Background: an optimization exercise with open tools, aiming at small area and a short achievable clock period. Do not read the settings as production practice. At most, simulation tests tie the RTL to the original design; equivalence was not proved. For run 2, only the layout was checked, not whether the RTL still works. No activity file was given, so power comes from the tool's default toggle rates.

==> flow/design.v, too long to show whole: its modules and the start of the top module <==
// module calc_fa: 10 lines
// module calc_ha: 9 lines
// module mp_alu: 791 lines
module mp_alu(
    input sys_clk,
    input sys_rst,
    input issue,
    input[2:0] tag3,
    input[2:0] func3,
    input[6:0] flag7,
    input[3:0] shift,
    input[15:0] data_in1,
    input[15:0] data_in2,
    input fwd_en1,
    input fwd_en2,
    input[15:0] fwd_data1,
    input[15:0] fwd_data2,
    output wb,
    output wb32,
    output[31:0] wb_data
);
  // ...
==> flow/flow/run.sh <==
#!/bin/bash

export BUFFER_PORTS_ARGS="-buffer_cell sky130_fd_sc_hd__buf_1"
bash standard.sh > standard_flow.log 2>&1
==> flow/standard.sh <==
#!/bin/bash
# synth_recipe.tcl (not shown) runs the flow's synth.tcl, then flattens the netlist and writes it again
# the make line also repeats each setting of config.mk as NAME=value (left out here)
make -C /OpenROAD-flow-scripts/flow DESIGN_CONFIG=/design/flow/config.mk WORK_HOME=/design/flow/orfs CLKGATE_MAP_FILE= SYNTH_SCRIPT=/design/flow/synth_recipe.tcl "${@:-finish}"
==> flow/config.mk <==
export PLATFORM = sky130hd
export DESIGN_NAME = mp_alu
export DESIGN_NICKNAME = mp_alu
export VERILOG_FILES = /design/flow/design.v
export SDC_FILE = /design/flow/constraint.sdc
export NUM_CORES = 4
export LEC_CHECK = 0
export ABC_AREA = 1
export CAP_MARGIN = 20
export CORE_MARGIN = 2
export CORE_UTILIZATION = 40
export SETUP_SLACK_MARGIN = 2.5
export SLEW_MARGIN = 20
export SYNTH_HIERARCHICAL = 1
==> flow/constraint.sdc <==
create_clock -name core_clock -period 16.0 [get_ports {sys_clk}]
set_input_delay 3.2000 -clock core_clock [delete_from_list [all_inputs] [get_ports {sys_clk}]]
set_output_delay 3.2000 -clock core_clock [all_outputs]
set_load 0.01 [all_outputs]
==> summary.md, run 1 <==
| Metric | Value |
|---|---|
| Clk Tree Root Cell | clkbuf_16 |
| Status | no timing/DRC/antenna violations |
| Final core occ | 47.69% |
| Main combinational cell family by area after synthesis | adder cells |
| Peak VDD IR | 0.1643 mV |
| Total of max-cap violations | 0 |
| Via/cell ratio | 5.867 |
| TritonRoute pass-1 iters | 6 |
| Top FF cell, synth | dfxtp_1 |
| EDFF count, synth | 0 |
| Post-CTS Resized | 39 |
| Mean Syn Cell Area | 6.797 µm² |
| Syn Nets | 2110 |
| Count of clock buffers in the final design | 5 |
| Starting DRC count in detailed routing | 1484 |
| CTS clock-pin slew for the worst setup and hold paths | 60 ps |
| Commonest non-fill, non-tap cell in the layout | nand2_1 |
| Setup TNS | 0 ps |
| Worst path slowest cell | fa_2 |
| P_comb | 0.00159 W |
| Switching power | 0.001070 W |
| Uppermost layer routed | met5 |
| FF+latch count, synth | 43 |
| Setup Buffers After CTS | 24 |
| Hold buffers post-CTS | 0 |
| Die Y | 181.1 µm |
| Sequential portion of the cell area | 5.904% |
| Levels on crit path | 50 |
| Clock power share | 6.2% |
| Met2 wire len | 21950 µm |
| # fillers | 3179 |
| Detail Route Antenna Nets | 0 |
| Seq Cell Count | 43 |
| Post-Synth Simple-Gate Area | 22.76% |
==> inputs of run 2 (changes only) <==
--- a/flow/design.v
+++ b/flow/design.v
@@ -71,45 +71,49 @@
 wire bm_clz  = u_bm && MODE == 3'b101;
 wire bm_tbe  = u_bm && MODE == 3'b110;
 wire ar_add  = u_ar && MODE == 3'b000;
 wire ar_sub  = u_ar && MODE == 3'b011;
 wire ar_slt  = u_ar && MODE == 3'b100;
 wire ar_sltu = u_ar && MODE == 3'b110;
 wire ar_mov  = u_ar && MODE[2] && MODE[0];
 integer t;
-wire       bf   = bm_bfi | bm_bfx;
-wire[4:0]  kb   = bm_bfx ? B[3:0] + B[11:8] : {1'b0, B[11:8]};
-wire       sext = A[kb[3:0]] & B[12];
-reg[15:0]  bf_hi;
+reg[15:0]  rng_hi;
 always @(*)
-    for(t = 0; t < 16; t = t + 1) bf_hi[t] = t > kb[3:0];
-wire[15:0] bf_m = (bf && !kb[4]) ? bf_hi : 16'h0;
-wire[15:0] X    = (A & ~bf_m) | ({16{sext}} & bf_m);
+    for(t = 0; t < 16; t = t + 1) rng_hi[t] = t > B[11:8];
+wire       bfi_f = A[B[11:8]] & B[12];
+wire[3:0]  kx    = B[3:0] + B[11:8];
+wire       bfx_f = A[kx] & B[12];
+wire[15:0] bfi_m = bm_bfi ? rng_hi : 16'h0;
+wire[15:0] X     = (A & ~bfi_m) | ({16{bfi_f}} & bfi_m);
 wire[1:0]  kind = (u_ar | u_sh) ? MODE[2:1] : {1'b0, bm_bfx};
 wire[3:0]  K    = (u_ar | (u_sh & MODE[0]) | bm_pack) ? S : bm_cmp ? 4'd0 : B[3:0];
 wire       left = kind == 2'b00;
 wire[3:0]  r    = left ? -K : K;
 wire[15:0] r0   = r[0] ? {X[0],     X[15:1]} : X;
 wire[15:0] r1   = r[1] ? {r0[1:0],  r0[15:2]} : r0;
 wire[15:0] r2   = r[2] ? {r1[3:0],  r1[15:4]} : r1;
 wire[15:0] rot  = r[3] ? {r2[7:0],  r2[15:8]} : r2;
 reg[15:0]  tk, tk_rev;
 always @(*)
     for(t = 0; t < 16; t = t + 1) begin
         tk[t] = t < K;
         tk_rev[t] = (15 - t) < K;
     end
-wire[15:0] sh_m = left ? tk : (kind != 2'b11) ? tk_rev : 16'h0;
-wire[15:0] sh_f = left ? ({16{bm_pack}} & B) : {16{(kind == 2'b10) & X[15]}};
-wire[15:0] Sh   = (rot & ~sh_m) | (sh_f & sh_m);
+wire[15:0] sr_m = (kind != 2'b11) ? tk_rev : 16'h0;
+wire[15:0] bfx_m = bm_bfx ? rng_hi : 16'h0;
+wire[15:0] sh_m = u_mu ? 16'hffff : left ? tk : sr_m | bfx_m;
+wire[15:0] sh_f = u_mu ? 16'h0 :
+                  left ? ({16{bm_pack}} & B) :
+                  {16{(kind == 2'b10) & A[15]}} | ({16{bfx_f}} & bfx_m & ~sr_m);
+wire[15:0] ShM  = (rot & ~sh_m) | (sh_f & sh_m);    
+wire[15:0] Sh   = ShM;
 wire       sub  = ar_sub | ar_slt | ar_sltu | bm_cmp;
 wire       addb = ar_add | (u_sh & MODE[0]);
 wire[15:0] Bop  = sub ? ~B : addb ? B : 16'h0;
-wire[15:0] ShM  = u_mu ? 16'h0 : Sh;
 wire[15:0] Sum  = mp[15:0];    
 wire       sgn  = ar_slt | (bm_cmp & !S[0]);
 wire       lt   = (Sh[15] ^ B[15]) ? (sgn ? Sh[15] : B[15]) : Sum[15];
 reg[3:0] tt;
 always @(*)
     case(MODE)
     3'b000:   tt = 4'b1110;
     3'b100:  tt = 4'b1000;
@@ -776,17 +780,17 @@
 assign mp[24] = m_p0[24] ^ m_pg332_g;
 assign mp[25] = m_p0[25] ^ m_pg333_g;
 assign mp[26] = m_p0[26] ^ m_pg334_g;
 assign mp[27] = m_p0[27] ^ m_pg335_g;
 assign mp[28] = m_p0[28] ^ m_pg336_g;
 assign mp[29] = m_p0[29] ^ m_pg337_g;
 assign mp[30] = m_p0[30] ^ m_pg338_g;
 assign mp[31] = m_p0[31] ^ m_pg339_g;
-wire sel_sum = ar_add | ar_sub | u_sh | bf | bm_pack;
+wire sel_sum = ar_add | ar_sub | u_sh | bm_bfi | bm_bfx | bm_pack;
 wire sel_lt  = ar_slt | ar_sltu;
 wire sel_a   = bm_cmp & (lt ^ S[1]);
 wire sel_b   = ar_mov | (bm_cmp & !(lt ^ S[1]));
 wire mu_hi   = u_mu & MODE[2];
 wire mu_lo   = u_mu & !MODE[2];
 wire alu_zero = A == 16'h0;
 wire alu_wb   = !u_ar || (
                 MODE == 3'b101 ?  alu_zero : (
==> flow/flow/run.sh (replaced) <==
#!/bin/bash

export BUFFER_PORTS_ARGS="-buffer_cell sky130_fd_sc_hd__buf_2"
bash standard.sh > standard_flow.log 2>&1
==> run 2 against run 1 <==
Effect of this change: still clean; global-route usage is 3.5 points higher; sequential cell count unchanged; critical path depth decreased by 18; via count increased by 6.9%; final cell count grew 3.2%; clock power down 9%; count of clock-buffer cells in the layout is the same; area after synthesis grew 3.5%; combinational power fell by 11%; synthesized cell count grew 6.1%; maximum frequency grew 0.61%; critical path type unchanged; critical endpoint unchanged; largest cell class unchanged.
==> summary.md, run 2 <==
| Metric | Value |
|---|---|
| Detail Route Antenna Nets | 0 (unchanged) |
| Antenna violations before repair | 1 (was 2) |
| Via Count | 14.91k (was 13.95k) |
| Via/cell ratio | 6.077 (was 5.867) |
| # diodes | 0 (was 1) |
| Clock sink count | 43 (unchanged) |
| Die ar. | 33890 µm² (was 32780 µm²) |
| Slew headroom | 30.44% (was 36.49%) |
| Cell internal pwr | 0.0006489 W (was 0.0007496 W) |
| Total of max-cap violations | 0 (unchanged) |
| Clk Tree Root Cell | clkbuf_16 (unchanged) |
| DIE WIDTH | 184.1 µm (was 181.1 µm) |
| Worst path slowest cell | fa_2 (unchanged) |
| Reg power frac | 7.1% (was 6.4%) |
| Largest net degree at the start of global routing | 32 (was 38) |
| Hold buffers post-CTS | 0 (unchanged) |
| Final setup vio count | 0 (unchanged) |
| Layout Nets | 2313 (was 2245) |
| Post-Syn Instances | 1958 (was 1845) |
| Initial Util | 40.91% (was 40.78%) |
| Final slew viol count | 0 (unchanged) |
| Die Y | 184.1 µm (was 181.1 µm) |
| Top-count cell post-synth | nand2_1 (unchanged) |
| Worst Hold Class | input pin to async pin (unchanged) |
| CP Launch Type | input pin (unchanged) |
| GRT Total Usage | 33.49% (was 29.98%) |
| Mean Syn Cell Area | 6.627 µm² (was 6.797 µm²) |
| Status | no timing/DRC/antenna violations (unchanged) |
| HPWL after DPL | 41930 µm (was 38860 µm) |
| First-pass GRT wire length | 86130 µm (was 76750 µm) |
| Net Sw Frac | 60.36% (was 58.81%) |
| Share of layout cells above drive strength 1 | 17.06% (was 16.46%) |
| Highest Clock Rate | 0.07554 GHz (was 0.07508 GHz) |
| Crit path DAT | 10040 ps (was 10120 ps) |
| Most frequent cells in the layout | nand2_1, inv_1, nor2_1 (was nand2_1, inv_1, xor2_1) |
| Global placement routability congestion | 1.014 (was 0.9900) |
| PortBufs | 116 (unchanged) |
| Core area | 31720 µm² (was 30750 µm²) |
| CTS tree | done (unchanged) |
| Commonest non-fill, non-tap cell in the layout | nand2_1 (unchanged) |
| Number of global-route vias before repair | 14.33k (was 13.32k) |
| Wire per inst | 23.20 µm (was 21.05 µm) |
| Worst-Margin Slew | 1037 ps (was 928.7 ps) |
| Final core occ | 46.58% (was 47.69%) |
| Residual DRC | 0 (unchanged) |
| RSZ-0062 raised after global routing | no (unchanged) |
| Post-synth ARST share | 2.326% (unchanged) |
| Num rows | 65 (was 64) |
| Placement Cell Area | 14020 µm² (was 13560 µm²) |
| CTS clock-pin slew for the worst setup and hold paths | 60 ps (about the same) |
| Clock power share | 6.3% (was 6.2%) |
| Power per cell area | 110.8 nW/µm² (was 124.1 nW/µm²) |
| Crit Path Max Fanout | 17 (was 8) |
| CP Capture Type | output pin (unchanged) |
| Top FF cell, synth | dfxtp_1 (unchanged) |
| Worst path required time | 12800 ps (about the same) |
| Leak | 7.404 nW (was 7.097 nW) |
| Comb power frac | 86.6% (was 87.3%) |
| Total CTS buffers | 5 (unchanged) |
| Crit-path most repeated cell | nand2_1 (unchanged) |
| Setup TNS | 0 ps (unchanged) |
| Final Instance Area | 14780 µm² (was 14670 µm²) |
| EDFF count, synth | 0 (unchanged) |
| Synth Cell Area | 12970 µm² (was 12540 µm²) |
| Final Hold Fails | 0 (unchanged) |
| Share of the synthesized area in the top cell type | 18.36% (was 19.00%) |
| Cell taking the most area after synthesis | fa_1 (unchanged) |
| Hold slack | 2734 ps (was 2714 ps) |
| Syn Nets | 2221 (was 2110) |
| Synthesis-to-finish area growth | 13.88% (was 16.94%) |
| Register area share after synthesis | 6.673% (was 6.904%) |
| Final wirelength | 56900 µm (was 50040 µm) |
| TritonRoute pass-1 iters | 7 (was 6) |
| Cell variety after synth | 64 (was 61) |
| Synth warn | 7 (unchanged) |
| Top cells by count, synth | nand2_1, inv_1, nor2_1, o21ai_0, xor2_1 (was nand2_1, inv_1, o21ai_0, nor2_1, xor2_1) |
| Top area cells in the synthesized netlist | fa_1, nand2_1, xor2_1 (was fa_1, xor2_1, nand2_1) |
| Setup CP Type | input pin to output pin (unchanged) |
| Final period utilization | 82.74% (was 83.25%) |
| Clock Path Buffers | 2 (unchanged) |
| # fillers | 3318 (was 3179) |
| Peak VDD IR | 0.1353 mV (was 0.1643 mV) |
| Largest registers | alu_data_in1 x16, alu_data_in2 x16, alu_cmd x4 (unchanged) |
| FF+latch count, synth | 43 (unchanged) |
| H-tree depth | 2 (unchanged) |
| Overflow after GRT | 0 (unchanged) |
| Starting DRC count in detailed routing | 1889 (was 1484) |
| I/O pin total | 120 (unchanged) |
| Final min period | 13240 ps (was 13320 ps) |
| Worst path max stage delay | 590 ps (was 630 ps) |
| Switching power | 0.0009881 W (was 0.001070 W) |
[run 2: changes by cell type in the layout (fill, tap and decap cells not counted), moves of 13 or more]
cell | previous run | this run
o211ai_1 | 24 | 11
buf_4 | 116 | 63
o21ai_0 | 125 | 142
nor3_1 | 16 | 29
a21oi_1 | 92 | 123
buf_2 | 0 | 114
nand2_1 | 276 | 322
buf_1 | 113 | 0
nor2_1 | 129 | 166
[run 2: repair_timing]
item | 4_1_cts | 5_1_grt
setup endpoints to repair | 31 | 29
gates resized for setup | 42 | 57
gates cloned | 0 | 2
setup buffers | 9 | 16
pin swaps | 2 | 5
[run 2: final timing paths]
kind                               from                  endpoint  slack [ps]
min in group core_clock    data_in1[15]  alu_data_in1[15]$_DFF_P_        3000
worst max-delay path            fwd_en1                wb_data[0]        2760
worst min-delay path            sys_rst       alu_issue$_DFF_PP0_        2730
max in group asynchronous       sys_rst       alu_issue$_DFF_PP0_       13180
[run 2: critical path, delay by kind of cell]
kind                     cells  cell delay [ps]
adder cells (fa/ha/maj)      6             2930
XOR/XNOR                     1              190
AO/OA/AOI/OAI                8             1500
AND/OR/NAND/NOR             10             1290
buffers and inverters        7              920
[run 2: kinds of logic (layout without fill, tap and decap cells)]
| group | count (synthesis) | after routing | synth area share [%] |
|---|---|---|---|
| buf+inv | 344 | 437 | 10.63 |
| simple gates | 717 | 717 | 24.18 |
| fa+ha+maj | 177 | 177 | 23.95 |
| flops | 43 | 43 | 6.673 |
| xor+xnor | 156 | 156 | 10.59 |
| compound gates | 516 | 516 | 23.56 |
| mux | 5 | 5 | 0.4243 |
[run 2: modules after synthesis (local to each module, per instance)]
module   flops+latches  cells inside  cell area (µm²)
calc_fa              0             1            20.02
calc_ha              0             1            12.51
mp_alu              43          1832            10560
[run 2: power groups by stage]
stage / registers [W] / logic (W) / clock network [W]
floorplan: 0.000118 / 0.000898 / 0
finish: 0.000117 / 0.00142 / 0.000103
global route: 0.000117 / 0.00154 / 0.000109
detailed placement: 0.000119 / 0.00135 / 0
global placement: 0.000119 / 0.00134 / 0
CTS: 0.000117 / 0.00137 / 0.000104
[run 2: cell type report]
class | instances | area, µm² | area share [%]
Clock buffer | 5 | 125.1 | 0.8468
Sequential cell | 43 | 865.8 | 5.860
Multi-Input combinational cell | 1571 | 11010 | 74.49
Timing Repair Buffer | 194 | 1305 | 8.832
Inverter | 235 | 945.9 | 6.402
Clock inverter | 3 | 23.77 | 0.1609
Tap cell | 402 | 503.0 | 3.404
[run 2: per-stage QoR]
step | setup WS, ps | cells | total power, W
2_1_floorplan | 3179 | 1958 | 0.001016
3_3_place_gp | 1769 | 2418 | 0.001456
3_5_place_dp | 1686 | 2418 | 0.001468
4_1_cts | 2508 | 2435 | 0.001590
5_1_grt | 2489 | 2453 | 0.001770
6_report | 2762 | 2453 | 0.001637
[run 2: layer usage]
metal | global-route usage [%] | routed length (µm) | vias to the layer above
li1 | - | - | 6758
met5 | 0 | 0 | -
met3 | 6.145 | 5887 | 148
met1 | 45.96 | 23480 | 7165
met2 | 51.46 | 25100 | 835
met4 | 14.50 | 2431 | 0

==> what the ideal ports hide <==
In the flow no input, the clock included, has a driving cell. The finished layouts below were timed again as built, in two steps. Step 1, drivers: a clkbuf_16 drives sys_clk and a buf_2 each remaining input, both assumed. Step 2, shift: input delay + t, output delay - t, t = (earliest + latest rising clock arrival at the registers) / 2. This alone moves slack from input paths to output paths. Three values: ideal ports, drivers, drivers and shift; two values: the first two.
| run | t, ns | slack for setup (ns) | hold WS [ns] | cell pins on the clock port's net |
|---|---|---|---|---|
| run 1 | 0.321 | 2.680 / 2.660 / 2.660 | 2.714 / 2.700 / 3.021 | 1 |
| run 2 | 0.326 | 2.762 / 2.737 / 2.737 | 2.734 / 2.717 / 3.042 | 1 |
After both steps every run listed still meets setup and hold. For run 2, which loses most, drivers alone change the setup slack by -0.025 ns; drivers and shift together by -0.025 ns.
